Source: an optimization exercise on an open RTL-to-GDS flow (aim: small area, a short achievable clock period and few clock cycles). Production flows keep margins and buffers that such runs may drop. Function was checked by simulation only, so behaviour that the tests miss may differ from the original. No activity file was given, so power comes from the tool's default toggle rates.

==> flow/design.v, too long to show whole: its modules and the start of the top module <==
// module RegisterFile: 785 lines
// module ALU: 70 lines
// module SignedExtend: 6 lines
// module DataPath: 235 lines
// module ControlUnit: 464 lines
// module ALUControl: 70 lines
// module mips_mc: 67 lines
module mips_mc (
  input         clock,
  input         reset,
  input  [31:0] mem_rdata,
  output [31:0] mem_addr,
  output [31:0] mem_wdata,
  output        mem_we
);
  // ...
==> flow/run.sh <==
#!/bin/bash
# synth_recipe.tcl (not shown) runs the flow's synth.tcl, then flattens the netlist and writes it again
# the make line also repeats each setting of config.mk as NAME=value (left out here)
make -C /OpenROAD-flow-scripts/flow DESIGN_CONFIG=/design/flow/config.mk WORK_HOME=/design/flow/orfs CLKGATE_MAP_FILE= SYNTH_SCRIPT=/design/flow/synth_recipe.tcl finish
==> flow/config.mk <==
export PLATFORM = sky130hd
export DESIGN_NAME = mips_mc
export DESIGN_NICKNAME = mips_mc
export VERILOG_FILES = /design/flow/design.v
export SDC_FILE = /design/flow/constraint.sdc
export NUM_CORES = 4
export LEC_CHECK = 0
export CAP_MARGIN = 20
export CORE_MARGIN = 2
export CORE_UTILIZATION = 40
export SLEW_MARGIN = 20
==> flow/constraint.sdc <==
create_clock -name core_clock -period 12.0 [get_ports {clock}]
set_input_delay 2.4000 -clock core_clock [delete_from_list [all_inputs] [get_ports {clock}]]
set_output_delay 2.4000 -clock core_clock [all_outputs]
set_load 0.01 [all_outputs]
==> impl_metrics.toml, run 1 <==
[yosys]
synthDominantCellAreaShare_pct = 38.6
post_synth_mux_area_share_pct = 5.64
xor_xnor_share_of_the_synthesized_area_pct = 0.540
ys.flop_type = "sky130_fd_sc_hd__dfxtp_1"
yosysWarnings = 3
synth-simple-area-share_pct = 15.7
synthDominantAreaCellType = "sky130_fd_sc_hd__dfxtp_1"

[floorplanning]
dieHeight_um = 396
well_tap_count = 2044
floorplan.initialDensity_pct = 40.1

[outcome]
run_status = "timing/DRC/antenna clean"

[finish]
final_nets = 7454
final-seq-area_um2 = 23800
layout.cell_area.non_filler_um2 = 69400
seqAreaFraction_pct = 34.3
layout_common_cells = "sky130_fd_sc_hd__nor2_1, sky130_fd_sc_hd__dfxtp_1, sky130_fd_sc_hd__a211oi_1, sky130_fd_sc_hd__a21oi_1, sky130_fd_sc_hd__nand2_1"
postLayoutCoreUtil_pct = 45.2

[place]
place_area_um2 = 65000
placed_cells = 9228

[drt]
routed_wirelength_mm = 301
drc_errors = 0
sum_of_routed_wire_segments_on_met1_mm = 116

[timing]
finalCritPeriodShare_pct = 72.5
fin_setup_tns_ns = 0

[power]
leakage_nw = 22.4
design_power_total_mw = 10.2
pg_clk_mw = 4.15
pwr-share-clk_pct = 40.9

[setup_path]
cp_data_required_time_ns = 12.63
critical_path.endpoint_type = "register"
critical_path_cell_count = 23
crit_type = "reg2reg"
biggest_cell_delay_along_the_critical_path_ns = 1.15

[grt]
gr-usage-met2_pct = 54.7
overflow = 0

[cts]
cts.htree.levels = 4
num_cts_buffers = 132
cts-root-to-sink-buffers = 3
Testbench counts, summed over its fixed seeds: cycles 211,209.
==> module mips_mc, before the edit <==
module mips_mc (
  input         clock,
  input         reset,
  input  [31:0] mem_rdata,
  output [31:0] mem_addr,
  output [31:0] mem_wdata,
  output        mem_we
);
  wire [5:0] OpCode;
  wire [5:0] Funct;
  wire       PCWrite, PCWriteCond, IRWrite, InstructionOrData, RegDst;
  wire       MemOrALUOut, MemWrite, ALUSrc1, RegWrite, BeqOrBne;
  wire       SignedOrZero, SizeSel;
  wire [1:0] PCSrc, ALUSrc2, ALUOp;
  wire [3:0] ALUCtl;
  DataPath DP (
    .clock(clock),
    .reset(reset),
    .io_PCWrite(PCWrite),
    .io_PCWriteCond(PCWriteCond),
    .io_PCSrc(PCSrc),
    .io_IRWrite(IRWrite),
    .io_InstructionOrData(InstructionOrData),
    .io_RegDst(RegDst),
    .io_MemOrALUOut(MemOrALUOut),
    .io_MemWrite(MemWrite),
    .io_ALUSrc1(ALUSrc1),
    .io_ALUSrc2(ALUSrc2),
    .io_ALUCtl(ALUCtl),
    .io_RegWrite(RegWrite),
    .io_BeqOrBne(BeqOrBne),
    .io_SignedOrZero(SignedOrZero),
    .io_SizeSel(SizeSel),
    .io_MemRData(mem_rdata),
    .io_MemAddr(mem_addr),
    .io_MemWData(mem_wdata),
    .io_MemWE(mem_we),
    .io_OpCode(OpCode),
    .io_Funct(Funct)
  );
  ControlUnit CU (
    .clock(clock),
    .reset(reset),
    .io_OpCode(OpCode),
    .io_PCWrite(PCWrite),
    .io_PCWriteCond(PCWriteCond),
    .io_PCSrc(PCSrc),
    .io_IRWrite(IRWrite),
    .io_InstructionOrData(InstructionOrData),
    .io_RegDst(RegDst),
    .io_MemOrALUOut(MemOrALUOut),
    .io_MemWrite(MemWrite),
    .io_ALUOp(ALUOp),
    .io_ALUSrc1(ALUSrc1),
    .io_ALUSrc2(ALUSrc2),
    .io_RegWrite(RegWrite),
    .io_BeqOrBne(BeqOrBne),
    .io_SignedOrZero(SignedOrZero),
    .io_SizeSel(SizeSel)
  );
  ALUControl ALUCU (
    .io_ALUOp(ALUOp),
    .io_OpCode(OpCode),
    .io_Funct(Funct),
    .io_ALUCtl(ALUCtl)
  );
endmodule
==> inputs of run 2 (changes only) <==
==> flow/design.v (replaced) <==
module mips_mc (
  input         clock,
  input         reset,
  input  [31:0] mem_rdata,
  output [31:0] mem_addr,
  output [31:0] mem_wdata,
  output        mem_we
);
  reg  [31:2] pc;           
  reg         v;            
  reg  [25:0] ir;           
  reg  [31:1] rs_oh, rt_oh;
  reg         c_sub, c_slt, c_and, c_or, c_xor, c_nor, c_imm, c_zext;
  reg         c_ld, c_lh, c_st, c_sh, c_beq, c_bne, c_j, c_wr;
  reg  [4:0]  dst;
  reg  [1:0]  mph;          
  reg  [31:0] maddr;
  reg  [31:0] wdat;
  reg         m_ld, m_lh, m_sh;
  reg  [4:0]  m_dst;
  reg  [1023:32] rf;        
  wire [31:0] in = mem_rdata;
  wire [5:0]  f_op = in[31:26];
  wire [5:0]  f_fn = in[5:0];
  wire        f_r  = (f_op == 6'h00);
  wire        f_slt = (f_r & (f_fn == 6'h2a)) | (f_op == 6'h0a);
  wire        f_sub = (f_r & (f_fn == 6'h22)) | f_slt;
  wire        f_and = (f_r & (f_fn == 6'h24)) | (f_op == 6'h0c);
  wire        f_or  = (f_r & (f_fn == 6'h25)) | (f_op == 6'h0d);
  wire        f_xor = (f_r & (f_fn == 6'h26)) | (f_op == 6'h0e);
  wire        f_nor = (f_r & (f_fn == 6'h27));
  wire        f_ld  = (f_op == 6'h23) | (f_op == 6'h21);
  wire        f_st  = (f_op == 6'h2b) | (f_op == 6'h29);
  wire        f_wr  = f_r | (f_op == 6'h08) | (f_op == 6'h0a) | (f_op == 6'h0c) |
                      (f_op == 6'h0d) | (f_op == 6'h0e);
  wire [31:0] f_rs_dec = 32'd1 << in[25:21];
  wire [31:0] f_rt_dec = 32'd1 << in[20:16];
  reg  [31:0] a, b;
  integer k;
  always @* begin
    a = 32'd0;
    b = 32'd0;
    for (k = 1; k < 32; k = k + 1) begin
      a = a | ({32{rs_oh[k]}} & rf[k*32 +: 32]);
      b = b | ({32{rt_oh[k]}} & rf[k*32 +: 32]);
    end
  end
  wire [31:0] imm  = {{16{ir[15] & ~c_zext}}, ir[15:0]};
  wire [31:0] opb  = c_imm ? imm : b;
  wire [31:0] sum  = a + (c_sub ? ~opb : opb) + {31'd0, c_sub};
  wire        lt   = (a[31] ^ opb[31]) ? a[31] : sum[31];
  wire [31:0] lres = ({32{c_and}} & (a & opb)) | ({32{c_or}} & (a | opb)) |
                     ({32{c_xor}} & (a ^ opb)) | ({32{c_nor}} & ~(a | opb));
  wire        c_log = c_and | c_or | c_xor | c_nor;
  wire [31:0] res  = c_slt ? {31'd0, lt} : c_log ? lres : sum;
  wire        mem_phase = (mph != 2'd0);
  wire        xgo   = v & ~mem_phase;           
  wire        eq    = (a == b);
  wire        taken = xgo & ((c_beq & eq) | (c_bne & ~eq));
  wire        jmp   = xgo & c_j;
  wire [31:2] jtgt  = {pc[31:28], ir[25:0]};
  wire [31:2] btgt  = pc + {{14{ir[15]}}, ir[15:0]};
  wire [31:2] faddr = jmp ? jtgt : pc;
  wire        wen_x = xgo & c_wr;
  wire        wen_m = (mph == 2'd1) & m_ld;
  wire [31:0] ldat  = m_lh ? (maddr[1] ? {16'd0, mem_rdata[31:16]} : {16'd0, mem_rdata[15:0]})
                           : mem_rdata;
  wire [31:0] wd    = reset ? 32'd0 : (mem_phase ? ldat : res);
  wire [4:0]  wdst  = mem_phase ? m_dst : dst;
  wire        wen   = wen_x | wen_m;
  integer i;
  always @(posedge clock) begin
    for (i = 1; i < 32; i = i + 1)
      if (reset | (wen & (wdst == i))) rf[i*32 +: 32] <= wd;
  end
  always @(posedge clock) begin
    if (reset) begin
      pc  <= 30'd0;
      v   <= 1'b0;
      mph <= 2'd0;
    end else if (mem_phase) begin
      if (mph == 2'd1 & m_sh) begin
        wdat <= maddr[1] ? {wdat[15:0], mem_rdata[15:0]} : {mem_rdata[31:16], wdat[15:0]};
        mph  <= 2'd2;
      end else begin
        mph  <= 2'd0;
      end
    end else begin
      pc    <= taken ? btgt : faddr + 30'd1;
      v     <= ~taken;
      ir    <= in[25:0];
      rs_oh <= f_rs_dec[31:1];
      rt_oh <= f_rt_dec[31:1];
      c_sub <= f_sub;  c_slt <= f_slt;
      c_and <= f_and;  c_or  <= f_or;  c_xor <= f_xor;  c_nor <= f_nor;
      c_imm <= ~f_r;
      c_zext <= (f_op == 6'h0c) | (f_op == 6'h0d) | (f_op == 6'h0e);
      c_ld  <= f_ld;   c_lh <= (f_op == 6'h21);
      c_st  <= f_st;   c_sh <= (f_op == 6'h29);
      c_beq <= (f_op == 6'h04);  c_bne <= (f_op == 6'h05);
      c_j   <= (f_op == 6'h02);
      c_wr  <= f_wr;
      dst   <= f_r ? in[15:11] : in[20:16];
      if (xgo & (c_ld | c_st)) begin
        mph   <= 2'd1;
        maddr <= sum;
        wdat  <= b;
        m_ld  <= c_ld;
        m_lh  <= c_lh;
        m_sh  <= c_sh;
        m_dst <= ir[20:16];
      end
    end
  end
  assign mem_addr  = mem_phase ? maddr : {faddr, 2'b00};
  assign mem_wdata = wdat;
  assign mem_we    = ((mph == 2'd1) & ~m_ld & ~m_sh) | (mph == 2'd2);
endmodule
==> impl_metrics.toml, run 2 <==
[outcome]
run_status = "timing/DRC/antenna clean"

[finish]
reg_top3 = "rf (992), maddr (32), wdat (32)"
largest-register = "rf"
final_nets = 4569
layout_common_cells = "sky130_fd_sc_hd__edfxtp_1, sky130_fd_sc_hd__a22oi_1, sky130_fd_sc_hd__nand3_1, sky130_fd_sc_hd__nand2_1, sky130_fd_sc_hd__buf_4"
layout.cell_area.non_filler_um2 = 65000
syn2layout_area_growth_pct = 14.0
mostFrequentLayoutCell = "sky130_fd_sc_hd__edfxtp_1"
drive_gt1_share_pct = 12.2
largest_register_ff_count = 992

[power]
switchingPower_mw = 3.68
leakage_nw = 22.7
p_int_mw = 8.03
share_comb_of_total_power_pct = 19.4
power-per-cell-area_nw_per_um2 = 180
switching_share_of_total_power_pct = 31.4
vdd_drop_max_uv = 142
pwr-share-clk_pct = 33.0
sequentialPowerShare_pct = 47.6
design_power_total_mw = 11.7

[yosys]
yosys_register_bits = 1206
synth_most_common_cell = "sky130_fd_sc_hd__edfxtp_1"
post_synth_mux_area_share_pct = 1.90
synth_common_cells = "sky130_fd_sc_hd__edfxtp_1, sky130_fd_sc_hd__a22oi_1, sky130_fd_sc_hd__nand3_1"
yosysWarnings = 1
synth-edff-count = 1173
synth.yosys.seq_area_share_pct = 63.0
xor_xnor_share_of_the_synthesized_area_pct = 2.04
share_of_the_synthesized_area_in_compound_gates_ao_oa_aoi_oai_pct = 19.1
syn_avg_cell_area_um2 = 13.2
post_synth_adder_cell_area_pct = 2.79
synth-simple-area-share_pct = 8.12
ys.flop_type = "sky130_fd_sc_hd__edfxtp_1"
syn_area_um2 = 57000
largest_family_of_logic_cells_by_synthesized_area = "compound AO/OA/AOI/OAI gates"
synthDominantAreaCellType = "sky130_fd_sc_hd__edfxtp_1"
synthDominantCellAreaShare_pct = 61.8
synth_area_leaders = "sky130_fd_sc_hd__edfxtp_1, sky130_fd_sc_hd__a22oi_1, sky130_fd_sc_hd__ha_1, sky130_fd_sc_hd__nand3_1, sky130_fd_sc_hd__a22o_1"
post_synth_inst_count = 4303
postSynth.asyncResetShare_pct = 0
yosys.cell_types.count = 74

[grt]
grt_pass1_vias = 43500
gr-usage-met3_pct = 15.4
antenna_violations_before_repair = 6
gr-usage-met2_pct = 51.3
grt_start_max_net_pins = 147
first_pass_grt_wire_length_mm = 358
globalRouteMet1Util_pct = 44.2
grt.busiest_layer = "met2"
overflow = 0
gr-usage-all-layers_pct = 35.5

[floorplanning]
dieHeight_um = 382
fp.dieArea_um2 = 146000
floorplan.core_area_um2 = 142000
die_width_um = 382
design.portCount = 99
floorplan.initialDensity_pct = 40.3
row_count = 138

[cts]
postCtsHoldBufs = 0
num_cts_buffers = 121
postCtsResizedCells = 0
root_buffer = "sky130_fd_sc_hd__clkbuf_16"
cts.htree.levels = 3
cts-root-to-sink-buffers = 3
cts.clk_slew.worst_paths_ns = 0.06
clkLatencyLatePin_ns = 0.80
cts_tree = "done"
post_cts_buffers = 0
clock-sinks = 1206

[timing]
finalCritPeriodShare_pct = 59.4
fin_worst_skew_ns = 0.0748
clock.fmax_mhz = 140
timing.slew.headroom_pct = 22.8
final_period_minus_worst_setup_slack_ns = 7.12
finalMaxSlewViolations = 0
fin_setup_tns_ns = 0
worstMarginPinSlew_ns = 1.16
unrepaired_setup_endpoints_after_global_routing = "false"
final-setup-viol-count = 0
hold_viol_final = 0
setup_slack_ns = 4.88

[setup_path]
crit_path_max_fanout = 21
crit_type = "reg2reg"
critical_path_start_type = "register"
critical_path.endpoint_type = "register"
critPathArrivalTime_ns = 7.75
cp_data_required_time_ns = 12.63

[drt]
drc_errors = 0
detail_route.first_pass.iterations = 12
first_iter_violations = 11700
routed_wirelength_mm = 268
avgViaCountPerCell = 7.39
wire_per_inst_um = 41.8
post_drt_antenna_nets = 0
detailroute.via_count = 47300

[job]
cap_viol_max_count = 0

[place]
port_buffers = 98
gpl.final_weighted_congestion = 0.977
post-place-ws_ns = 4.91
hpwlAfterDp_mm = 153
place_area_um2 = 60900

[hold_path]
worst_hold_path_type = "reg2reg"
-- run 2: changes by cell type in the layout (fill, tap and decap cells not counted), moves of 307 or more --
cell,delta
sky130_fd_sc_hd__a22oi_1,+385
sky130_fd_sc_hd__nor2_1,-1181
sky130_fd_sc_hd__a21oi_1,-307
sky130_fd_sc_hd__dfxtp_1,-1150
sky130_fd_sc_hd__a211oi_1,-1005
sky130_fd_sc_hd__edfxtp_1,+1173
-- run 2: cell families (layout without fill, tap and decap cells) --
group | after synthesis | in the layout
AOI/OAI and AO/OA | 1425 | 1425
DFF | 1206 | 1206
and+or+nand+nor | 910 | 910
buffers and inverters | 398 | 609
xor gates and xnor gates | 133 | 133
adders and majority gates | 126 | 126
muxes | 105 | 105
other | 0 | 4
-- run 2: layout make-up --
type	count	area (um2)
multi-input combinational	2699	19900
fill	12600	76600
clock buffer	130	3080
inverter	97	367
clock inverter	98	938
antenna	4	10.0
tap	1890	2360
timing repair buffer	284	2420
sequential	1206	35900
-- run 2: path summary, 6_finish.rpt --
path	startpoint	to	slack, ns	cells past startpoint
setup reg to reg	rt_oh[26]$_SDFFCE_PN0P_	rf[158]$_DFFE_PP_	4.88	21
hold / removal	c_sh$_DFFE_PP_	m_sh$_DFFE_PP_	0.43	0
hold reg to reg	c_sh$_DFFE_PP_	m_sh$_DFFE_PP_	0.43	0
setup / recovery	rt_oh[26]$_SDFFCE_PN0P_	rf[158]$_DFFE_PP_	4.88	21
-- run 2: per-stage QoR --
stage	instances	util, %	hold WS [ns]
after detailed placement	6174	43.0	0.413
after CTS	6402	45.9	0.427
final	6408	45.9	0.427
after global placement	6173	43.0	0.403
after floorplan	4303	-	0.400
after global routing	6404	45.9	0.429
-- run 2: critical path: stages, from the launching register on --
cell	delay, ns
sky130_fd_sc_hd__edfxtp_1	0.85
sky130_fd_sc_hd__buf_4	0.52
sky130_fd_sc_hd__a222oi_1	0.33
sky130_fd_sc_hd__nand3_1	0.12
sky130_fd_sc_hd__or4_1	0.69
sky130_fd_sc_hd__mux2_2	0.37
sky130_fd_sc_hd__xor2_1	0.16
sky130_fd_sc_hd__ha_1	0.39
sky130_fd_sc_hd__nor2b_1	0.15
sky130_fd_sc_hd__o21a_1	0.18
sky130_fd_sc_hd__o21ai_0	0.20
sky130_fd_sc_hd__a31oi_1	0.18
sky130_fd_sc_hd__a211oi_1	0.27
sky130_fd_sc_hd__buf_4	0.18
sky130_fd_sc_hd__o21ai_0	0.18
sky130_fd_sc_hd__o31ai_1	0.49
sky130_fd_sc_hd__a211oi_1	0.16
sky130_fd_sc_hd__o21ai_0	0.18
sky130_fd_sc_hd__nand2b_1	0.11
sky130_fd_sc_hd__and3_1	0.22
sky130_fd_sc_hd__o31ai_4	0.75
sky130_fd_sc_hd__buf_6	0.27
-- run 2: routing by layer --
layer / vias to the layer above / part of all wire [%]
met2: 5219 / 41
met3: 1472 / 18
met1: 22800 / 34
li1: 17800 / -
met4: 2 / 7.9
met5: - / 0.0056
-- run 2: power by group through the flow --
stage / registers, mW / logic, mW / clock network (mW)
floorplan: 5.48 / 1.27 / 0
global placement: 5.63 / 2.13 / 0
detailed placement: 5.62 / 2.14 / 0
CTS: 5.54 / 2.14 / 3.86
global route: 5.58 / 2.34 / 4.03
finish: 5.58 / 2.27 / 3.86
Testbench counts of run 2, summed over its fixed seeds: cycles 77,890.
==> inputs of run 3 (changes only) <==
==> flow/design.v (replaced) <==
module mips_mc (
  input         clock,
  input         reset,
  input  [31:0] mem_rdata,
  output [31:0] mem_addr,
  output [31:0] mem_wdata,
  output        mem_we
);
  reg  [31:2] pc;           
  reg  [31:2] ma;           
  reg         we_r;         
  reg         dv;
  reg  [31:0] d_ir;
  reg         xv;
  reg  [31:0] xa, xb, xsd;  
  reg  [31:2] x_bt;         
  reg  [4:0]  x_rs, x_rt, x_dst;
  reg         x_sub, x_slt, x_log, x_and, x_or, x_xor, x_nor, x_imm;
  reg         x_ld, x_lh, x_st, x_sh, x_beq, x_bne, x_wr, x_pt;
  reg  [1:0]  mph;          
  reg         ma1;          
  reg  [31:0] wdat;
  reg         m_ld, m_lh, m_sh;
  reg  [4:0]  m_dst;
  reg  [1023:32] rf;        
  reg         rst_q;        
  wire        stall = (mph != 2'd0);
  wire [5:0]  d_op  = d_ir[31:26];
  wire [5:0]  d_fn  = d_ir[5:0];
  wire [4:0]  d_rs  = d_ir[25:21];
  wire [4:0]  d_rt  = d_ir[20:16];
  wire        d_r   = (d_op == 6'h00);
  wire        d_slt = (d_r & (d_fn == 6'h2a)) | (d_op == 6'h0a);
  wire        d_sub = (d_r & (d_fn == 6'h22)) | d_slt;
  wire        d_and = (d_r & (d_fn == 6'h24)) | (d_op == 6'h0c);
  wire        d_or  = (d_r & (d_fn == 6'h25)) | (d_op == 6'h0d);
  wire        d_xor = (d_r & (d_fn == 6'h26)) | (d_op == 6'h0e);
  wire        d_nor = (d_r & (d_fn == 6'h27));
  wire        d_ld  = (d_op == 6'h23) | (d_op == 6'h21);
  wire        d_st  = (d_op == 6'h2b) | (d_op == 6'h29);
  wire        d_beq = (d_op == 6'h04);
  wire        d_bne = (d_op == 6'h05);
  wire        d_j   = (d_op == 6'h02);
  wire        d_zext = (d_op == 6'h0c) | (d_op == 6'h0d) | (d_op == 6'h0e);
  wire        d_imm = ~d_r & ~d_beq & ~d_bne;
  wire [4:0]  d_dst = d_r ? d_ir[15:11] : d_rt;
  wire        d_wr  = (d_r | (d_op == 6'h08) | (d_op == 6'h0a) | d_zext) & (d_dst != 5'd0);
  wire        d_pt  = (d_beq | d_bne) & (d_ir[15:4] == 12'hFFF);   
  wire [31:0] d_rs_dec = 32'd1 << d_rs;
  wire [31:0] d_rt_dec = 32'd1 << d_rt;
  reg  [31:0] ra, rb;
  integer k;
  always @* begin
    ra = 32'd0;
    rb = 32'd0;
    for (k = 1; k < 32; k = k + 1) begin
      ra = ra | ({32{d_rs_dec[k]}} & rf[k*32 +: 32]);
      rb = rb | ({32{d_rt_dec[k]}} & rf[k*32 +: 32]);
    end
  end
  wire [31:0] opbx = xb ^ {32{x_sub}};
  wire [32:0] s33  = {xa, 1'b1} + {opbx, x_sub};    
  wire [31:0] sum  = s33[32:1];
  wire        lt   = (xa[31] ^ xb[31]) ? xa[31] : sum[31];
  wire [31:0] lres = ({32{x_and}} & (xa & xb)) | ({32{x_or}} & (xa | xb)) |
                     ({32{x_xor}} & (xa ^ xb)) | ({32{x_nor}} & ~(xa | xb));
  wire [31:0] res  = x_slt ? {31'd0, lt} : x_log ? lres : sum;
  wire        xgo   = xv & ~stall;              
  wire        x_mem = xgo & (x_ld | x_st);      
  wire        eq    = (xa == xb);
  wire        btake = (x_beq & eq) | (x_bne & ~eq);
  wire        taken = xgo & (x_beq | x_bne) & (btake != x_pt);    
  wire        xwr   = xv & x_wr;                
  wire        byp_a  = xwr & (x_dst == d_rs);
  wire        byp_b  = xwr & (x_dst == d_rt);
  wire [31:0] imm    = {{16{d_ir[15] & ~d_zext}}, d_ir[15:0]};
  wire [31:0] da     = byp_a ? res : ra;
  wire [31:0] dsd    = byp_b ? res : rb;
  wire [31:0] db     = d_imm ? imm : dsd;
  wire [31:2] d_tgt  = pc + {{14{d_ir[15]}}, d_ir[15:0]};
  wire [31:2] d_alt  = d_pt ? pc : d_tgt;
  wire [31:2] resume = (dv & d_j)  ? {pc[31:28], d_ir[25:0]} :
                       (dv & d_pt) ? d_tgt : pc;
  wire [31:0] in    = mem_rdata;
  wire        f_j   = (in[31:26] == 6'h02);
  wire        f_pt  = ((in[31:26] == 6'h04) | (in[31:26] == 6'h05)) & (in[15:4] == 12'hFFF);
  wire [31:2] pc_seq = ma + 30'd1;
  wire [5:0]  f_lo   = {1'b0, ma[5:2], 1'b1} + {1'b0, in[3:0], 1'b1};
  wire [31:6] ma_hm1 = ma[31:6] - 26'd1;
  wire [31:2] f_tgt  = {f_lo[5] ? ma[31:6] : ma_hm1, f_lo[4:1]};
  wire [31:2] f_dest = f_j ? {pc_seq[31:28], in[25:0]} : f_tgt;
  wire        o_sel  = x_mem | taken;
  wire [31:2] o_addr = x_mem ? sum[31:2] : x_bt;
  wire [31:2] f_next = (f_j | f_pt) ? f_dest : pc_seq;
  wire [31:2] ma_nx  = o_sel ? o_addr : f_next;
  wire        wen_x = xgo & x_wr;
  wire        wen_m = (mph == 2'd1) & m_ld;
  wire [31:0] ldat  = m_lh ? (ma1 ? {16'd0, mem_rdata[31:16]} : {16'd0, mem_rdata[15:0]})
                           : mem_rdata;
  wire [31:0] wd    = rst_q ? 32'd0 : (stall ? ldat : res);
  wire [4:0]  wdst  = stall ? m_dst : x_dst;
  wire        wen   = wen_x | wen_m;
  integer i;
  always @(posedge clock) begin
    rst_q <= reset;
    for (i = 1; i < 32; i = i + 1)
      if (rst_q | (wen & (wdst == i))) rf[i*32 +: 32] <= wd;
  end
  wire        m_fix = (mph == 2'd1) & m_ld & (m_dst != 5'd0);
  always @(posedge clock) begin
    if (reset) begin
      pc   <= 30'd0;
      dv   <= 1'b0;
      xv   <= 1'b0;
      mph  <= 2'd0;
      ma   <= 30'd0;
      we_r <= 1'b0;
    end else if (stall) begin
      mph  <= (mph == 2'd1 & m_sh) ? 2'd2 : 2'd0;
      we_r <= (mph == 2'd1 & m_sh);
      if (~(mph == 2'd1 & m_sh)) ma <= resume;
    end else begin
      we_r <= x_mem & x_st & ~x_sh;
      ma   <= ma_nx;
      pc   <= pc_seq;
      dv   <= ~taken;
      xv   <= dv & ~taken & ~d_j;
      if (x_mem) mph <= 2'd1;
    end
  end
  always @(posedge clock) begin
    if (stall) begin
      if (mph == 2'd1 & m_sh)
        wdat <= ma1 ? {wdat[15:0], mem_rdata[15:0]} : {mem_rdata[31:16], wdat[15:0]};
      if (m_fix & (x_rs == m_dst)) xa <= ldat;
      if (m_fix & (x_rt == m_dst) & ~x_imm) xb <= ldat;
      if (m_fix & (x_rt == m_dst)) xsd <= ldat;
    end else begin
      d_ir  <= in;
      xa    <= da;
      xb    <= db;
      xsd   <= dsd;
      x_bt  <= d_alt;
      x_pt  <= d_pt;
      x_rs  <= d_rs;  x_rt <= d_rt;  x_dst <= d_dst;
      x_sub <= d_sub; x_slt <= d_slt;
      x_log <= d_and | d_or | d_xor | d_nor;
      x_and <= d_and; x_or <= d_or; x_xor <= d_xor; x_nor <= d_nor;
      x_imm <= d_imm;
      x_ld  <= d_ld;  x_lh <= (d_op == 6'h21); x_st <= d_st; x_sh <= (d_op == 6'h29);
      x_beq <= d_beq; x_bne <= d_bne;
      x_wr  <= d_wr;
      ma1   <= sum[1];
      wdat  <= xsd;
      m_ld  <= x_ld;
      m_lh  <= x_lh;
      m_sh  <= x_sh;
      m_dst <= x_rt;
    end
  end
  assign mem_addr  = {ma, 2'b00};
  assign mem_wdata = wdat;
  assign mem_we    = we_r;
endmodule
==> flow/flow/run.sh (new file) <==
#!/bin/bash
# Own flow: the standard ORFS layout (standard.sh: unchanged synthesis
# script, SDC and flow scripts), run with a tighter repair target so that
# the layout is optimised below the 12 ns constraint (repair_timing aims
# for SETUP_SLACK_MARGIN ns of setup slack), a denser core and larger clock
# tree clusters. make's full output goes to flow_make.log; ORFS keeps each
# step's log under orfs/logs/.
set -euo pipefail
cd "$(dirname "$0")/.."
bash standard.sh SETUP_SLACK_MARGIN=8 ABC_CLOCK_PERIOD_IN_PS=3500 \
  CORE_UTILIZATION=50 CTS_CLUSTER_SIZE=30 CTS_CLUSTER_DIAMETER=80 \
  finish > flow_make.log 2>&1
==> flow/standard.sh (new file) <==
#!/bin/bash
# synth_recipe.tcl (not shown) runs the flow's synth.tcl, then flattens the netlist and writes it again
# the make line also repeats each setting of config.mk as NAME=value (left out here)
make -C /OpenROAD-flow-scripts/flow DESIGN_CONFIG=/design/flow/config.mk WORK_HOME=/design/flow/orfs CLKGATE_MAP_FILE= SYNTH_SCRIPT=/design/flow/synth_recipe.tcl "${@:-finish}"
removed: flow/run.sh
==> impl_metrics.toml, run 3 <==
[floorplanning]
design.portCount = 99
row_count = 130
floorplan.initialDensity_pct = 50.4
floorplan.core_area_um2 = 126000
fp.dieArea_um2 = 129000
die_width_um = 360
dieHeight_um = 360

[cts]
cts-root-to-sink-buffers = 3
cts.htree.levels = 3
num_cts_buffers = 67
clkLatencyLatePin_ns = 0.76
cts.clk_slew.worst_paths_ns = 0.10
postCtsHoldBufs = 0
root_buffer = "sky130_fd_sc_hd__clkbuf_16"
cts_tree = "done"
clock-sinks = 1288

[setup_path]
critical_path_start_type = "register"
crit_path_max_fanout = 25
crit_type = "reg2reg"
critical_path.endpoint_type = "register"
cp_data_required_time_ns = 12.43
critPathArrivalTime_ns = 4.61

[yosys]
yosys_register_bits = 1288
syn_area_um2 = 63200
synth_common_cells = "sky130_fd_sc_hd__edfxtp_1, sky130_fd_sc_hd__a22oi_1, sky130_fd_sc_hd__nand2_1"
ys.flop_type = "sky130_fd_sc_hd__edfxtp_1"
yosys.cell_types.count = 93
synth_area_leaders = "sky130_fd_sc_hd__edfxtp_1, sky130_fd_sc_hd__a22oi_1, sky130_fd_sc_hd__nand2_1, sky130_fd_sc_hd__ha_1, sky130_fd_sc_hd__dfxtp_1"
synth.yosys.seq_area_share_pct = 60.1
synth_most_common_cell = "sky130_fd_sc_hd__edfxtp_1"
post_synth_inst_count = 5331
syn_avg_cell_area_um2 = 11.9
yosysWarnings = 1
synthDominantAreaCellType = "sky130_fd_sc_hd__edfxtp_1"
synthDominantCellAreaShare_pct = 58.0
synth-edff-count = 1222
postSynth.asyncResetShare_pct = 0

[grt]
overflow = 0
gr-usage-all-layers_pct = 47.5
first_pass_grt_wire_length_mm = 423
antenna_violations_before_repair = 20
grt_start_max_net_pins = 157
grt_pass1_vias = 51000

[drt]
routed_wirelength_mm = 318
detailroute.via_count = 56400
avgViaCountPerCell = 7.92
post_drt_antenna_nets = 0
first_iter_violations = 13300
detail_route.first_pass.iterations = 12
wire_per_inst_um = 44.6
drc_errors = 0

[finish]
drive_gt1_share_pct = 13.5
largest_register_ff_count = 992
mostFrequentLayoutCell = "sky130_fd_sc_hd__edfxtp_1"
syn2layout_area_growth_pct = 12.8
fillers = 10400
largest-register = "rf"
final_nets = 5576
layout_common_cells = "sky130_fd_sc_hd__edfxtp_1, sky130_fd_sc_hd__a22oi_1, sky130_fd_sc_hd__nand2_1, sky130_fd_sc_hd__buf_4, sky130_fd_sc_hd__o21ai_0"

[hold_path]
worst_hold_path_type = "reg2reg"

[timing]
worstMarginPinSlew_ns = 1.21
final_period_minus_worst_setup_slack_ns = 4.18
fin_worst_skew_ns = 0.0667
unrepaired_setup_endpoints_after_global_routing = "true"
fin_setup_tns_ns = 0
timing.slew.headroom_pct = 19.0
finalMaxSlewViolations = 0
finalCritPeriodShare_pct = 34.8
clock.fmax_mhz = 239
setup_slack_ns = 7.82
hold_viol_final = 0
final-setup-viol-count = 0

[place]
port_buffers = 96
post-place-ws_ns = 6.35
hpwlAfterDp_mm = 174
gpl.final_weighted_congestion = 0.997

[power]
leakage_nw = 26.2
vdd_drop_max_uv = 126
power-per-cell-area_nw_per_um2 = 186

[outcome]
run_status = "timing/DRC/antenna clean"

[job]
cap_viol_max_count = 0
==> run 3: cell types whose count changed after synthesis, sizes merged, moves of 45 or more <==
| cell | previous run | this run |
|---|---|---|
| nor2 | 172 | 241 |
| edfxtp | 1173 | 1222 |
| a221oi | 149 | 42 |
| a21oi | 92 | 159 |
| a22o | 141 | 26 |
| clkbuf | 163 | 285 |
| o21ai | 122 | 234 |
| nand3 | 259 | 163 |
| nor3 | 33 | 84 |
| buf | 138 | 93 |
| o211ai | 5 | 55 |
| nand2 | 197 | 551 |
| or4 | 65 | 18 |
| a22oi | 640 | 878 |
==> run 3: layout make-up <==
cell class              instances  area [um2]  share of cell area [%]
flip-flops and latches       1288       38100                    53.4
multi-input cells            3558       25000                    35.0
repair buffers                374        3370                    4.72
well taps                    1650        2060                    2.89
clock buffers                  76        1810                    2.53
inverters                     120         489                   0.686
clock inverters                38         454                   0.637
diodes                         15        37.5                  0.0526
==> run 3: cell families after synthesis <==
family | synth area share, %
multiplexers | 1.24
XOR/XNOR | 2.02
other | 0.00593
AO/OA/AOI/OAI | 20.4
flip-flops | 60.1
AND/OR/NAND/NOR | 10.5
buffers and inverters | 3.09
adder cells (fa/ha/maj) | 2.66
==> run 3: path summary, 6_finish.rpt <==
kind                            slack [ns]          startpoint  depth (start not counted)               end
worst max-delay path                  7.82  d_ir[16]$_DFFE_PP_                         11  xb[21]$_DFFE_PP_
worst min-delay path                  0.44      x_lh$_DFFE_PP_                          0    m_lh$_DFFE_PP_
worst max register to register        7.82  d_ir[16]$_DFFE_PP_                         11  xb[21]$_DFFE_PP_
worst min register to register        0.44      x_lh$_DFFE_PP_                          0    m_lh$_DFFE_PP_
==> run 3: timing repair <==
action,CTS,global route
endpoints found under the hold margin,0,0
pin swaps,37,17
gates resized for setup,255,92
gates cloned,13,3
setup endpoints to repair,1837,760
setup buffers,95,14
==> run 3: power by group <==
part | leakage (nW) | switching, mW | internal, mW
Sequential | 13.2 | 0.686 | 6.43
Combinational | 11.9 | 2.37 | 0.921
Clock | 1.11 | 1.64 | 1.19
Total | 26.2 | 4.70 | 8.55
==> run 3: stage by stage <==
step | total power, mW | std cells | utilization [%] | hold slack [ns] | instance area, um2
after floorplan | 8.39 | 5332 | - | 0.400 | 63500
after detailed placement | 9.99 | 6865 | 53.4 | 0.412 | 67100
after CTS | 12.9 | 7087 | 56.4 | 0.434 | 70800
after global routing | 13.5 | 7107 | 56.8 | 0.449 | 71300
final | 13.2 | 7119 | 56.8 | 0.442 | 71300
after global placement | 9.96 | 6864 | 53.4 | 0.401 | 67100
==> run 3: worst max-delay path: stages, from the launching register on <==
cell and delay [ns]:
sky130_fd_sc_hd__edfxtp_1 0.42, sky130_fd_sc_hd__buf_12 0.17, sky130_fd_sc_hd__or3b_2 0.57, sky130_fd_sc_hd__nor2_4 0.44, sky130_fd_sc_hd__buf_6 0.55, sky130_fd_sc_hd__a22oi_1 0.22, sky130_fd_sc_hd__nand3_1 0.14, sky130_fd_sc_hd__nor3_1 0.07
sky130_fd_sc_hd__a31oi_1 0.46, sky130_fd_sc_hd__o21a_1 0.20, sky130_fd_sc_hd__o21ai_0 0.11, sky130_fd_sc_hd__o211ai_1 0.50
==> run 3: per-layer routing <==
layer / part of all wire, % / GRT usage (%) / up-vias
met5: 0.17 / 1.41 / -
met4: 9.3 / 33.6 / 24
met1: 33 / 58.1 / 27200
li1: - / - / 21400
met2: 41 / 67.1 / 6181
met3: 17 / 20.4 / 1642
Testbench counts of run 3, summed over its fixed seeds: cycles 80,319.
==> inputs of run 4 (changes only) <==
==> flow/flow/run.sh (replaced) <==
#!/bin/bash
# Own flow: the standard ORFS layout (standard.sh: unchanged synthesis
# script, SDC and flow scripts), run with a tighter repair target so that
# the layout is optimised below the 12 ns constraint (repair_timing aims
# for SETUP_SLACK_MARGIN ns of setup slack), a denser core, larger clock
# tree clusters and wider max-cap/max-slew margins for repair_design.
# make's full output goes to flow_make.log; ORFS keeps each step's log
# under orfs/logs/.
set -euo pipefail
cd "$(dirname "$0")/.."
bash standard.sh SETUP_SLACK_MARGIN=8 ABC_CLOCK_PERIOD_IN_PS=3500 \
  CORE_UTILIZATION=50 CTS_CLUSTER_SIZE=30 CTS_CLUSTER_DIAMETER=80 \
  CAP_MARGIN=40 SLEW_MARGIN=30 \
  finish > flow_make.log 2>&1
==> impl_metrics.toml, run 4 <==
[grt]
overflow = 0
gr-usage-all-layers_pct = 47.6
grt_pass1_vias = 51400
first_pass_grt_wire_length_mm = 425
antenna_violations_before_repair = 25
grt_start_max_net_pins = 157

[setup_path]
critical_path.endpoint_type = "register"
path_cells = "nand2b_2 > nor2_4 > buf_4 > a22oi_1 > nand4_1 > nor3_1 > a21oi_2 > o21ai_0 > o21ai_0"
crit_type = "reg2reg"
biggest_cell_delay_along_the_critical_path_ns = 0.73
cp_top_family = "simple AND/OR/NAND/NOR gates"
crit_path_max_fanout = 16
cp_data_required_time_ns = 12.48
critical_path_start_type = "register"
setup.worst_path.start = "d_ir[25]$_DFFE_PP_"
worst-path-buf-inv = 1
critical-path-top-cell-by-count = "sky130_fd_sc_hd__o21ai_0"
critPathArrivalTime_ns = 4.70
timing.rr.start = "d_ir[25]$_DFFE_PP_"
cp_slowest_cell = "sky130_fd_sc_hd__nor2_4"

[timing]
finalMaxSlewViolations = 0
final_period_minus_worst_setup_slack_ns = 4.23
worstMarginPinSlew_ns = 1.09
final-setup-viol-count = 0
timing.slew.headroom_pct = 27.2
unrepaired_setup_endpoints_after_global_routing = "true"
fin_worst_skew_ns = 0.0545
finalCritPeriodShare_pct = 35.2
fin_worst_hold_slack_ns = 0.444
hold_viol_final = 0
clock.fmax_mhz = 237
fin_setup_tns_ns = 0

[drt]
drc_errors = 0
wire_per_inst_um = 44.5
post_drt_antenna_nets = 0
routed_wirelength_mm = 319
avgViaCountPerCell = 7.90
first_iter_violations = 13500
detail_route.first_pass.iterations = 12
detailroute.via_count = 56700

[yosys]
synth.yosys.seq_area_share_pct = 60.1
synth-edff-count = 1222
synth_most_common_cell = "sky130_fd_sc_hd__edfxtp_1"
synthDominantAreaCellType = "sky130_fd_sc_hd__edfxtp_1"
synth_area_leaders = "sky130_fd_sc_hd__edfxtp_1, sky130_fd_sc_hd__a22oi_1, sky130_fd_sc_hd__nand2_1, sky130_fd_sc_hd__ha_1, sky130_fd_sc_hd__dfxtp_1"
postSynth.asyncResetShare_pct = 0
yosys.cell_types.count = 93
yosysWarnings = 1
syn_area_um2 = 63200
ys.flop_type = "sky130_fd_sc_hd__edfxtp_1"
post_synth_inst_count = 5331
syn_avg_cell_area_um2 = 11.9
yosys_register_bits = 1288
synthDominantCellAreaShare_pct = 58.0
synth_common_cells = "sky130_fd_sc_hd__edfxtp_1, sky130_fd_sc_hd__a22oi_1, sky130_fd_sc_hd__nand2_1"

[job]
cap_viol_max_count = 0

[finish]
largest_register_ff_count = 992
drive_gt1_share_pct = 14.1
largest-register = "rf"
finish.cell_count_without_fillers = 7170
mostFrequentLayoutCell = "sky130_fd_sc_hd__edfxtp_1"
layout_common_cells = "sky130_fd_sc_hd__edfxtp_1, sky130_fd_sc_hd__a22oi_1, sky130_fd_sc_hd__nand2_1, sky130_fd_sc_hd__buf_4, sky130_fd_sc_hd__o21ai_0"
syn2layout_area_growth_pct = 14.3
fillers = 10400
final_nets = 5627

[cts]
clock-sinks = 1288
clkLatencyLatePin_ns = 0.75
postCtsHoldBufs = 0
cts.htree.levels = 3
cts-root-to-sink-buffers = 3
cts_tree = "done"
cts.clk_slew.worst_paths_ns = 0.11
root_buffer = "sky130_fd_sc_hd__clkbuf_16"
num_cts_buffers = 68

[floorplanning]
fp.dieArea_um2 = 129000
row_count = 130
floorplan.core_area_um2 = 126000
design.portCount = 99
floorplan.initialDensity_pct = 50.4
die_width_um = 360
dieHeight_um = 360

[power]
design_power_total_mw = 13.3
leakage_nw = 26.7
vdd_drop_max_uv = 121
power-per-cell-area_nw_per_um2 = 184

[place]
placed_cells = 6910
hpwlAfterDp_mm = 186
port_buffers = 96
gpl.final_weighted_congestion = 0.997

[hold_path]
worst_hold_launch = "x_lh$_DFFE_PP_"
worst_hold_path_type = "reg2reg"

[outcome]
run_status = "timing/DRC/antenna clean"
run 4: kinds of logic (layout without fill, tap and decap cells):
logic type | count (synthesis) | in the layout | synth area share (%)
AO/OA/AOI/OAI | 1800 | 1806 | 20.4
AND/OR/NAND/NOR | 1389 | 1392 | 10.5
flip-flops | 1288 | 1288 | 60.1
buffers and inverters | 498 | 664 | 3.09
XOR/XNOR | 146 | 146 | 2.02
adder cells (fa/ha/maj) | 133 | 133 | 2.66
multiplexers | 76 | 76 | 1.24
other | 1 | 15 | 0.00593
run 4: area by class of cell:
class / count / area, um2 / area share, %
antenna: 13 / 32.5 / 0.0450
clock buffer: 74 / 1800 / 2.49
clock inverter: 43 / 549 / 0.760
inverter: 120 / 489 / 0.677
multi-input combinational: 3555 / 24900 / 34.5
sequential: 1288 / 38100 / 52.7
tap: 1650 / 2060 / 2.86
timing repair buffer: 427 / 4320 / 5.98
run 4: through the flow:
step	instance area [um2]	util (%)	setup WS, ns
floorplan	63500	-	7.65
global placement	67100	53.4	6.32
detailed placement	68100	54.2	6.39
CTS	71700	57.1	7.98
global route	72300	57.5	7.87
finish	72300	57.6	7.77
run 4: path summary, 6_finish.rpt:
kind / depth (start not counted) / slack (ns) / end
worst max register to register: 9 / 7.77 / xa[10]$_DFFE_PP_
worst min register to register: 0 / 0.44 / m_lh$_DFFE_PP_
worst min-delay path: 0 / 0.44 / m_lh$_DFFE_PP_
worst max-delay path: 9 / 7.77 / xa[10]$_DFFE_PP_
run 4: per-layer routing:
metal | global-route usage, % | routed length (um) | up-vias
met4 | 34.1 | 30900 | 32
met3 | 20.2 | 54600 | 1714
met5 | 1.55 | 555 | -
met2 | 67.5 | 129000 | 6150
met1 | 58.0 | 104000 | 27300
li1 | - | - | 21500
run 4: repair_timing:
action | CTS | global route
endpoints found under the setup margin | 1289 | 754
buffers inserted | 86 | 20
resized for setup | 232 | 75
gates cloned | 8 | 5
pin swaps | 32 | 20
run 4: power by group:
| part | internal, mW | switching, mW |
|---|---|---|
| combinational | 0.959 | 2.35 |
| clock | 1.25 | 1.66 |
| sequential | 6.43 | 0.689 |
| total | 8.63 | 4.69 |
==> inputs of run 5 (changes only) <==
--- a/flow/flow/run.sh
+++ b/flow/flow/run.sh
@@ -9,6 +9,6 @@
 set -euo pipefail
 cd "$(dirname "$0")/.."
 bash standard.sh SETUP_SLACK_MARGIN=8 ABC_CLOCK_PERIOD_IN_PS=3500 \
-  CORE_UTILIZATION=50 CTS_CLUSTER_SIZE=30 CTS_CLUSTER_DIAMETER=80 \
+  CORE_UTILIZATION=60 CTS_CLUSTER_SIZE=30 CTS_CLUSTER_DIAMETER=80 \
   CAP_MARGIN=40 SLEW_MARGIN=30 \
   finish > flow_make.log 2>&1
==> impl_metrics.toml, run 5 <==
[yosys]
ys.flop_type = "sky130_fd_sc_hd__edfxtp_1"
yosys_register_bits = 1288
synth_area_leaders = "sky130_fd_sc_hd__edfxtp_1, sky130_fd_sc_hd__a22oi_1, sky130_fd_sc_hd__nand2_1, sky130_fd_sc_hd__ha_1, sky130_fd_sc_hd__dfxtp_1"
syn_area_um2 = 63200
yosysWarnings = 1
synth_most_common_cell = "sky130_fd_sc_hd__edfxtp_1"
synth-edff-count = 1222
synthDominantCellAreaShare_pct = 58.0
yosys.cell_types.count = 93
synthDominantAreaCellType = "sky130_fd_sc_hd__edfxtp_1"
syn_avg_cell_area_um2 = 11.9
synth_common_cells = "sky130_fd_sc_hd__edfxtp_1, sky130_fd_sc_hd__a22oi_1, sky130_fd_sc_hd__nand2_1"
postSynth.asyncResetShare_pct = 0
synth.yosys.seq_area_share_pct = 60.1
post_synth_inst_count = 5331

[floorplanning]
fp.dieArea_um2 = 108000
dieHeight_um = 329
floorplan.initialDensity_pct = 60.2
row_count = 119
floorplan.core_area_um2 = 105000
die_width_um = 329
design.portCount = 99

[timing]
finalCritPeriodShare_pct = 34.4
finalMaxSlewViolations = 0
fin_setup_tns_ns = 0
hold_viol_final = 0
final_period_minus_worst_setup_slack_ns = 4.13
unrepaired_setup_endpoints_after_global_routing = "true"
clock.fmax_mhz = 242
worstMarginPinSlew_ns = 1.07
timing.slew.headroom_pct = 28.5
fin_worst_skew_ns = 0.0710
setup_slack_ns = 7.87
final-setup-viol-count = 0

[cts]
cts.clk_slew.worst_paths_ns = 0.12
postCtsHoldBufs = 0
clkLatencyLatePin_ns = 0.78
root_buffer = "sky130_fd_sc_hd__clkbuf_16"
cts.htree.levels = 2
cts-root-to-sink-buffers = 3
clock-sinks = 1288
num_cts_buffers = 56
cts_tree = "done"

[power]
vdd_drop_max_uv = 172
power-per-cell-area_nw_per_um2 = 182
leakage_nw = 26.2
design_power_total_mw = 12.9

[finish]
drive_gt1_share_pct = 13.7
mostFrequentLayoutCell = "sky130_fd_sc_hd__edfxtp_1"
layout_common_cells = "sky130_fd_sc_hd__edfxtp_1, sky130_fd_sc_hd__a22oi_1, sky130_fd_sc_hd__nand2_1, sky130_fd_sc_hd__buf_4, sky130_fd_sc_hd__o21ai_0"
fillers = 7817
largest-register = "rf"
final_nets = 5591
largest_register_ff_count = 992
syn2layout_area_growth_pct = 12.4

[setup_path]
cp_data_required_time_ns = 12.60
setup.worst_path.start = "d_ir[21]$_DFFE_PP_"
rr_worst_depth = 10
timing.rr.start = "d_ir[21]$_DFFE_PP_"
worst_setup_path_endpoint = "xa[5]$_DFFE_PP_"
critical_path_start_type = "register"
crit_type = "reg2reg"
crit_path_max_fanout = 22
timing.reg2reg.setup_slack_ns = 7.87
reg2reg_to = "xa[5]$_DFFE_PP_"
critPathArrivalTime_ns = 4.73
critical_path.endpoint_type = "register"

[grt]
gr-usage-all-layers_pct = 54.0
grt_start_max_net_pins = 138
overflow = 0
grt_pass1_vias = 50800
first_pass_grt_wire_length_mm = 401
antenna_violations_before_repair = 27

[place]
port_buffers = 96
gpl.final_weighted_congestion = 1.01
hpwlAfterDp_mm = 169
post-place-ws_ns = 6.16

[hold_path]
worst_hold_path_type = "reg2reg"

[job]
cap_viol_max_count = 0

[drt]
wire_per_inst_um = 43.8
drc_errors = 0
detail_route.first_pass.iterations = 10
post_drt_antenna_nets = 0
avgViaCountPerCell = 8.25
first_iter_violations = 14000
routed_wirelength_mm = 300
detailroute.via_count = 56600

[outcome]
run_status = "timing/DRC/antenna clean"
run 5: cell counts after synthesis:
No cell type changed its count.
run 5: metal layers:
metal	up-vias	track usage, %	wire [um]
li1	21400	-	-
met1	26600	65.9	93600
met2	6539	73.7	116000
met3	2003	26.9	57800
met4	36	38.7	31500
met5	-	2.71	731
run 5: final cells by class:
cell class	count	area, um2	area share [%]
inverters	120	492	0.692
diodes	16	40.0	0.0564
multi-input cells	3555	24900	35.1
flip-flops and latches	1288	38100	53.7
repair buffers	403	3910	5.50
well taps	1391	1740	2.45
clock inverters	23	330	0.465
clock buffers	61	1450	2.04
run 5: worst min path at each step:
stage,start,to,slack (ns),cells past startpoint
after global routing,x_lh$_DFFE_PP_,m_lh$_DFFE_PP_,0.44,0
final,x_lh$_DFFE_PP_,m_lh$_DFFE_PP_,0.44,0
after global placement,x_lh$_DFFE_PP_,m_lh$_DFFE_PP_,0.40,0
after CTS,x_lh$_DFFE_PP_,m_lh$_DFFE_PP_,0.43,0
after detailed placement,x_lh$_DFFE_PP_,m_lh$_DFFE_PP_,0.41,0
after floorplan,x_lh$_DFFE_PP_,m_lh$_DFFE_PP_,0.40,0
run 5: cell families after synthesis:
group / after synthesis / synth area share, %
XOR/XNOR: 146 / 2.02
AND/OR/NAND/NOR: 1389 / 10.5
buffers and inverters: 498 / 3.09
flip-flops: 1288 / 60.1
other: 1 / 0.00593
adder cells (fa/ha/maj): 133 / 2.66
AO/OA/AOI/OAI: 1800 / 20.4
multiplexers: 76 / 1.24
run 5: worst max-delay path, cell delays in order, from the launching register on:
cell and delay [ns]:
sky130_fd_sc_hd__edfxtp_1 0.66, sky130_fd_sc_hd__or3b_2 0.62, sky130_fd_sc_hd__nor2_4 0.34, sky130_fd_sc_hd__buf_4 0.67
sky130_fd_sc_hd__a22oi_1 0.19, sky130_fd_sc_hd__nand2_1 0.11, sky130_fd_sc_hd__or4_1 0.10, sky130_fd_sc_hd__nor3_1 0.05
sky130_fd_sc_hd__a21oi_1 0.82, sky130_fd_sc_hd__o21ai_0 0.21, sky130_fd_sc_hd__nand2_1 0.20
run 5: power breakdown:
part           switching (mW)  internal, mW
clock                    1.52         0.956
combinational            2.36         0.981
sequential              0.676          6.43
run 5: per-stage QoR:
step	hold slack, ns	instance area [um2]	cells	util, %
CTS	0.434	70000	6781	66.7
detailed placement	0.407	67400	6640	64.2
global route	0.443	71000	6842	67.6
floorplan	0.400	63500	5332	-
global placement	0.403	66700	6601	63.5
finish	0.436	71000	6857	67.7
run 5: timing repair:
action	in CTS	in global routing
endpoints found under the setup margin	1578	878
pin swaps	26	36
buffers inserted	50	42
cloned	7	4
resized for setup	213	136
==> inputs of run 6 (changes only) <==
--- a/flow/design.v
+++ b/flow/design.v
@@ -11,6 +11,7 @@
   reg         we_r;         
   reg         dv;
   reg  [31:0] d_ir;
+  reg  [31:1] d_rs_oh, d_rt_oh;    
   reg         xv;
   reg  [31:0] xa, xb, xsd;  
   reg  [31:2] x_bt;         
@@ -46,16 +47,14 @@
   wire [4:0]  d_dst = d_r ? d_ir[15:11] : d_rt;
   wire        d_wr  = (d_r | (d_op == 6'h08) | (d_op == 6'h0a) | d_zext) & (d_dst != 5'd0);
   wire        d_pt  = (d_beq | d_bne) & (d_ir[15:4] == 12'hFFF);   
-  wire [31:0] d_rs_dec = 32'd1 << d_rs;
-  wire [31:0] d_rt_dec = 32'd1 << d_rt;
   reg  [31:0] ra, rb;
   integer k;
   always @* begin
     ra = 32'd0;
     rb = 32'd0;
     for (k = 1; k < 32; k = k + 1) begin
-      ra = ra | ({32{d_rs_dec[k]}} & rf[k*32 +: 32]);
-      rb = rb | ({32{d_rt_dec[k]}} & rf[k*32 +: 32]);
+      ra = ra | ({32{d_rs_oh[k]}} & rf[k*32 +: 32]);
+      rb = rb | ({32{d_rt_oh[k]}} & rf[k*32 +: 32]);
     end
   end
   wire [31:0] opbx = xb ^ {32{x_sub}};
@@ -84,6 +83,8 @@
   wire [31:0] in    = mem_rdata;
   wire        f_j   = (in[31:26] == 6'h02);
   wire        f_pt  = ((in[31:26] == 6'h04) | (in[31:26] == 6'h05)) & (in[15:4] == 12'hFFF);
+  wire [31:0] f_rs_dec = 32'd1 << in[25:21];
+  wire [31:0] f_rt_dec = 32'd1 << in[20:16];
   wire [31:2] pc_seq = ma + 30'd1;
   wire [5:0]  f_lo   = {1'b0, ma[5:2], 1'b1} + {1'b0, in[3:0], 1'b1};
   wire [31:6] ma_hm1 = ma[31:6] - 26'd1;
@@ -137,6 +138,8 @@
       if (m_fix & (x_rt == m_dst)) xsd <= ldat;
     end else begin
       d_ir  <= in;
+      d_rs_oh <= f_rs_dec[31:1];
+      d_rt_oh <= f_rt_dec[31:1];
       xa    <= da;
       xb    <= db;
       xsd   <= dsd;
--- a/flow/flow/run.sh
+++ b/flow/flow/run.sh
@@ -9,6 +9,6 @@
 set -euo pipefail
 cd "$(dirname "$0")/.."
 bash standard.sh SETUP_SLACK_MARGIN=8 ABC_CLOCK_PERIOD_IN_PS=3500 \
-  CORE_UTILIZATION=60 CTS_CLUSTER_SIZE=30 CTS_CLUSTER_DIAMETER=80 \
+  CORE_UTILIZATION=60 CTS_CLUSTER_SIZE=24 CTS_CLUSTER_DIAMETER=60 \
   CAP_MARGIN=40 SLEW_MARGIN=30 \
   finish > flow_make.log 2>&1
==> impl_metrics.toml, run 6 <==
[outcome]
run_status = "timing/DRC/antenna clean"

[yosys]
synth_most_common_cell = "sky130_fd_sc_hd__edfxtp_1"
post_synth_inst_count = 5135
synth_area_leaders = "sky130_fd_sc_hd__edfxtp_1, sky130_fd_sc_hd__a22oi_1, sky130_fd_sc_hd__a221oi_1, sky130_fd_sc_hd__a22o_1, sky130_fd_sc_hd__ha_1"
yosysWarnings = 1
synthDominantAreaCellType = "sky130_fd_sc_hd__edfxtp_1"
synth-edff-count = 1284
syn_area_um2 = 64600
synth.yosys.seq_area_share_pct = 61.7
postSynth.asyncResetShare_pct = 0
syn_avg_cell_area_um2 = 12.6
synth_common_cells = "sky130_fd_sc_hd__edfxtp_1, sky130_fd_sc_hd__a22oi_1, sky130_fd_sc_hd__nand2_1"
yosys_register_bits = 1350
synthDominantCellAreaShare_pct = 59.6
yosys.cell_types.count = 93
ys.flop_type = "sky130_fd_sc_hd__edfxtp_1"

[cts]
cts.htree.levels = 3
cts-root-to-sink-buffers = 3
cts_tree = "done"
cts.clk_slew.worst_paths_ns = 0.08
num_cts_buffers = 105
root_buffer = "sky130_fd_sc_hd__clkbuf_16"
clkLatencyLatePin_ns = 0.77
clock-sinks = 1350
postCtsHoldBufs = 0

[timing]
final_period_minus_worst_setup_slack_ns = 4.23
worstMarginPinSlew_ns = 1.15
clock.fmax_mhz = 236
unrepaired_setup_endpoints_after_global_routing = "true"
fin_worst_skew_ns = 0.0581
final-setup-viol-count = 0
timing.slew.headroom_pct = 23.0
finalMaxSlewViolations = 0
hold_viol_final = 0
finalCritPeriodShare_pct = 35.3
fin_worst_hold_slack_ns = 0.443
fin_setup_tns_ns = 0

[power]
power-per-cell-area_nw_per_um2 = 218
leakage_nw = 27.0
design_power_total_mw = 16.1
vdd_drop_max_uv = 199

[floorplanning]
fp.dieArea_um2 = 110000
row_count = 120
floorplan.core_area_um2 = 107000
die_width_um = 332
dieHeight_um = 332
design.portCount = 99
floorplan.initialDensity_pct = 60.5

[setup_path]
cp_slowest_cell = "sky130_fd_sc_hd__a21oi_4"
path_cells = "buf_12 > xor2_1 > ha_1 > o211ai_1 > o21ai_0 > a21o_1 > a31oi_1 > xnor2_1 > o21a_1 > nand2_1 > a21oi_4"
crit_path_max_fanout = 24
critPathArrivalTime_ns = 4.69
biggest_cell_delay_along_the_critical_path_ns = 0.58
critical_path_start_type = "register"
cp_data_required_time_ns = 12.46
critical_path.endpoint_type = "register"
crit_type = "reg2reg"

[hold_path]
worst_hold_path_type = "reg2reg"

[finish]
largest-register = "rf"
largest_register_ff_count = 992
drive_gt1_share_pct = 14.5
layout_common_cells = "sky130_fd_sc_hd__edfxtp_1, sky130_fd_sc_hd__a22oi_1, sky130_fd_sc_hd__nand2_1, sky130_fd_sc_hd__a221oi_1, sky130_fd_sc_hd__buf_4"
mostFrequentLayoutCell = "sky130_fd_sc_hd__edfxtp_1"
syn2layout_area_growth_pct = 14.7
finish.cell_count_without_fillers = 6811
final_nets = 5471

[drt]
wire_per_inst_um = 45.6
avgViaCountPerCell = 8.48
detailroute.via_count = 57800
post_drt_antenna_nets = 0
detail_route.first_pass.iterations = 13
first_iter_violations = 14700
routed_wirelength_mm = 310
drc_errors = 0

[grt]
antenna_violations_before_repair = 20
first_pass_grt_wire_length_mm = 416
grt_start_max_net_pins = 100
overflow = 0
grt_pass1_vias = 52400
gr-usage-all-layers_pct = 54.4

[place]
port_buffers = 96
placed_cells = 6487
gpl.final_weighted_congestion = 1.01
hpwlAfterDp_mm = 179

[job]
cap_viol_max_count = 0
run 6: worst max-delay path, delay by kind of cell (launching register included):
kind                     cells  cell delay, ns
buffers and inverters        1            0.21
flip-flops                   1            0.45
XOR/XNOR                     2            0.60
AND/OR/NAND/NOR              1            0.35
AO/OA/AOI/OAI                6            1.87
adder cells (fa/ha/maj)      1            0.43
run 6: power breakdown:
part	internal (mW)	switching (mW)	leakage [nW]
registers	7.07	0.875	13.9
logic	1.26	2.99	11.2
clock network	1.92	2.03	1.86
total	10.2	5.89	27.0
run 6: layout make-up:
cell class                      instances  area (um2)
Inverter                              108         434
Sequential cell                      1350       40000
Clock buffer                          108        2680
Fill cell                            7605       32800
Multi-Input combinational cell       3311       24100
Clock inverter                         87        1140
Tap cell                             1403        1760
Antenna cell                           16        40.0
Timing Repair Buffer                  428        3940
run 6: routing by layer:
layer,routed length (um),share of wire (%),global-route usage (%)
met4,34700,11,43.1
met1,94500,30,64.7
met3,59800,19,28.1
met5,485,0.16,0.564
met2,121000,39,73.7
run 6: cell families after synthesis:
group           after synthesis  share of synthesized area (%)
simple gates               1149                           8.69
buf+inv                     489                           2.96
flops                      1350                           61.7
mux                          81                           1.29
other cells                   1                        0.00580
fa+ha+maj                   133                           2.60
compound gates             1780                           20.7
xor+xnor                    152                           2.06
run 6: path summary, 6_finish.rpt:
| check | from | endpoint | slack (ns) | cells past startpoint |
|---|---|---|---|---|
| setup / recovery | x_sub$_DFFE_PP_ | rf[399]$_DFFE_PP_ | 7.77 | 11 |
| hold / removal | x_lh$_DFFE_PP_ | m_lh$_DFFE_PP_ | 0.44 | 0 |
| setup reg to reg | x_sub$_DFFE_PP_ | rf[399]$_DFFE_PP_ | 7.77 | 11 |
| hold reg to reg | x_lh$_DFFE_PP_ | m_lh$_DFFE_PP_ | 0.44 | 0 |
run 6: metrics by stage:
stage	util (%)	setup WS, ns	cell area (um2)
after global placement	63.6	6.33	68000
after floorplan	-	7.76	65000
after detailed placement	64.1	6.26	68500
final	69.3	7.77	74100
after CTS	68.4	7.99	73200
after global routing	69.3	7.84	74100
run 6: what timing repair did:
action                      CTS  global route
buffers inserted             43            32
resized for setup           227            82
cloned                       11             8
pin swaps                    33            41
setup endpoints to repair  1217           660
Testbench counts of run 6, summed over its fixed seeds: cycles 80,319.
==> inputs of run 7 (changes only) <==
--- a/flow/flow/run.sh
+++ b/flow/flow/run.sh
@@ -9,6 +9,6 @@
 set -euo pipefail
 cd "$(dirname "$0")/.."
 bash standard.sh SETUP_SLACK_MARGIN=8 ABC_CLOCK_PERIOD_IN_PS=3500 \
-  CORE_UTILIZATION=60 CTS_CLUSTER_SIZE=24 CTS_CLUSTER_DIAMETER=60 \
-  CAP_MARGIN=40 SLEW_MARGIN=30 \
+  CORE_UTILIZATION=50 CTS_CLUSTER_SIZE=24 CTS_CLUSTER_DIAMETER=60 \
+  CAP_MARGIN=30 \
   finish > flow_make.log 2>&1
==> impl_metrics.toml, run 7 <==
[outcome]
run_status = "timing/DRC/antenna clean"

[yosys]
synth-edff-count = 1284
ys.flop_type = "sky130_fd_sc_hd__edfxtp_1"
synth_most_common_cell = "sky130_fd_sc_hd__edfxtp_1"
yosysWarnings = 1
syn_area_um2 = 64600
syn_avg_cell_area_um2 = 12.6
yosys.cell_types.count = 93
synth.yosys.seq_area_share_pct = 61.7
synthDominantCellAreaShare_pct = 59.6
postSynth.asyncResetShare_pct = 0
synth_area_leaders = "sky130_fd_sc_hd__edfxtp_1, sky130_fd_sc_hd__a22oi_1, sky130_fd_sc_hd__a221oi_1, sky130_fd_sc_hd__a22o_1, sky130_fd_sc_hd__ha_1"
yosys_register_bits = 1350
post_synth_inst_count = 5135
synth_common_cells = "sky130_fd_sc_hd__edfxtp_1, sky130_fd_sc_hd__a22oi_1, sky130_fd_sc_hd__nand2_1"
synthDominantAreaCellType = "sky130_fd_sc_hd__edfxtp_1"

[setup_path]
critical_path_start_type = "register"
critical-path-top-cell-by-count = "sky130_fd_sc_hd__clkbuf_16"
crit_path_max_fanout = 18
cp_top_family = "compound AO/OA/AOI/OAI gates"
path_cells = "buf_4 > clkbuf_16 > xor2_1 > ha_4 > nand4_1 > nor3b_2 > o2111ai_2 > a211oi_4 > nor2_2 > a21oi_2 > mux2_4 > or3_4 > a21oi_4 > clkbuf_16"
crit_type = "reg2reg"
cp_slowest_cell = "sky130_fd_sc_hd__edfxtp_1"
critPathArrivalTime_ns = 4.78
biggest_cell_delay_along_the_critical_path_ns = 0.44
rr_worst_depth = 14
critical_path.endpoint_type = "register"
cp_data_required_time_ns = 12.66
critical_path_cell_count = 14
worst-path-buf-inv = 3

[cts]
postCtsHoldBufs = 0
clock-sinks = 1350
cts_tree = "done"
cts.htree.levels = 3
cts-root-to-sink-buffers = 3
cts.clk_slew.worst_paths_ns = 0.08
root_buffer = "sky130_fd_sc_hd__clkbuf_16"
num_cts_buffers = 113
clkLatencyLatePin_ns = 0.81

[timing]
fin_worst_hold_slack_ns = 0.452
fin_worst_skew_ns = 0.0768
fin_setup_tns_ns = 0
unrepaired_setup_endpoints_after_global_routing = "true"
clock.fmax_mhz = 243
final-setup-viol-count = 0
timing.slew.headroom_pct = 22.9
hold_viol_final = 0
worstMarginPinSlew_ns = 1.16
final_period_minus_worst_setup_slack_ns = 4.12
finalCritPeriodShare_pct = 34.3
finalMaxSlewViolations = 0
setup_slack_ns = 7.88

[finish]
layout_common_cells = "sky130_fd_sc_hd__edfxtp_1, sky130_fd_sc_hd__a22oi_1, sky130_fd_sc_hd__nand2_1, sky130_fd_sc_hd__buf_4, sky130_fd_sc_hd__a221oi_1"
layout.cell_area.non_filler_um2 = 74900
final_nets = 5475
largest-register = "rf"
final-seq-area_um2 = 40000
largest_register_ff_count = 992
multiInputGateArea_um2 = 24300
fillers = 10300
mostFrequentLayoutCell = "sky130_fd_sc_hd__edfxtp_1"
drive_gt1_share_pct = 15.2
finish.cell_count_without_fillers = 7083
postLayoutCoreUtil_pct = 58.6
syn2layout_area_growth_pct = 15.9

[power]
power-per-cell-area_nw_per_um2 = 219
vdd_drop_max_uv = 142
sequentialPowerShare_pct = 48.2
switchingPower_mw = 5.93
p_int_mw = 10.5
leakage_nw = 27.1
design_power_total_mw = 16.4
pwr-share-clk_pct = 25.3
share_comb_of_total_power_pct = 26.5
switching_share_of_total_power_pct = 36.0

[drt]
avgViaCountPerCell = 7.99
detailroute.via_count = 56600
post_drt_antenna_nets = 0
first_iter_violations = 13000
routed_wirelength_mm = 314
detail_route.first_pass.iterations = 10
drc_errors = 0
wire_per_inst_um = 44.4

[place]
gpl.final_weighted_congestion = 0.998
port_buffers = 96
placed_cells = 6757
post-place-ws_ns = 6.22
place_area_um2 = 68800
hpwlAfterDp_mm = 182

[floorplanning]
die_width_um = 364
design.portCount = 99
floorplan.initialDensity_pct = 50.6
row_count = 131
dieHeight_um = 364
fp.dieArea_um2 = 132000
floorplan.core_area_um2 = 128000

[grt]
gr-usage-all-layers_pct = 46.1
antenna_violations_before_repair = 17
first_pass_grt_wire_length_mm = 419
grt_start_max_net_pins = 100
overflow = 0
grt_pass1_vias = 51400

[hold_path]
timing.hold.worst_path_depth = 0
worst_hold_path_type = "reg2reg"

[job]
cap_viol_max_count = 0
[run 7: cell counts after synthesis]
Identical to the previous run, type by type.
[run 7: cell families after synthesis]
kind of cell	count (synthesis)	share of synthesized area, %
multiplexers	81	1.29
other	1	0.00580
XOR/XNOR	152	2.06
AO/OA/AOI/OAI	1780	20.7
flip-flops	1350	61.7
buffers and inverters	489	2.96
AND/OR/NAND/NOR	1149	8.69
adder cells (fa/ha/maj)	133	2.60
[run 7: repair_timing]
action | 4_1_cts | 5_1_grt
gates cloned | 9 | 5
setup endpoints to repair | 990 | 695
pin swaps | 31 | 55
buffers inserted | 35 | 42
gates resized for setup | 234 | 114
[run 7: path summary, 6_finish.rpt]
| path | startpoint | to | slack [ns] |
|---|---|---|---|
| worst max-delay path | x_sub$_DFFE_PP_ | rf[508]$_DFFE_PP_ | 7.88 |
| worst min register to register | x_lh$_DFFE_PP_ | m_lh$_DFFE_PP_ | 0.45 |
| worst max register to register | x_sub$_DFFE_PP_ | rf[508]$_DFFE_PP_ | 7.88 |
| worst min-delay path | x_lh$_DFFE_PP_ | m_lh$_DFFE_PP_ | 0.45 |
[run 7: worst register-to-register path: cells and delay by family, from the launching register on]
family / cells / cell delay [ns]
AOI/OAI and AO/OA: 4 / 1.13
and+or+nand+nor: 4 / 0.92
buffers and inverters: 3 / 0.64
DFF: 1 / 0.44
muxes: 1 / 0.34
adders and majority gates: 1 / 0.33
xor gates and xnor gates: 1 / 0.19
[run 7: final cells by class]
cell class                      instances  share of cell area (%)
Antenna cell                           14                  0.0468
Multi-Input combinational cell       3304                    32.4
Inverter                              108                   0.579
Tap cell                             1662                    2.77
Clock inverter                         95                    1.72
Timing Repair Buffer                  431                    5.24
Clock buffer                          119                    3.86
Sequential cell                      1350                    53.3
[run 7: metal layers]
metal  global-route usage (%)  share of wire [%]  up-vias
met3                     19.5                 17     1735
met4                     33.0                9.5       22
met2                     64.4                 40     6133
met1                     57.3                 33    27400
met5                     2.03               0.22        -
li1                         -                  -    21300
[run 7: power groups by stage]
stage | sequential (mW) | clock [mW] | combinational [mW]
2_1_floorplan | 7.66 | 0 | 1.84
3_3_place_gp | 7.95 | 0 | 3.45
3_5_place_dp | 7.95 | 0 | 3.53
4_1_cts | 7.85 | 4.15 | 3.82
5_1_grt | 8.00 | 4.33 | 4.43
6_report | 7.93 | 4.16 | 4.36

Re-timed with assumed drivers on the ports (clkbuf_16 on the clock, buf_2 on other inputs), run 7 has 7.885 ns of setup slack against 7.885 ns with ideal ports, and 7.222 ns once port delays also move by the mid clock arrival of 0.852 ns.
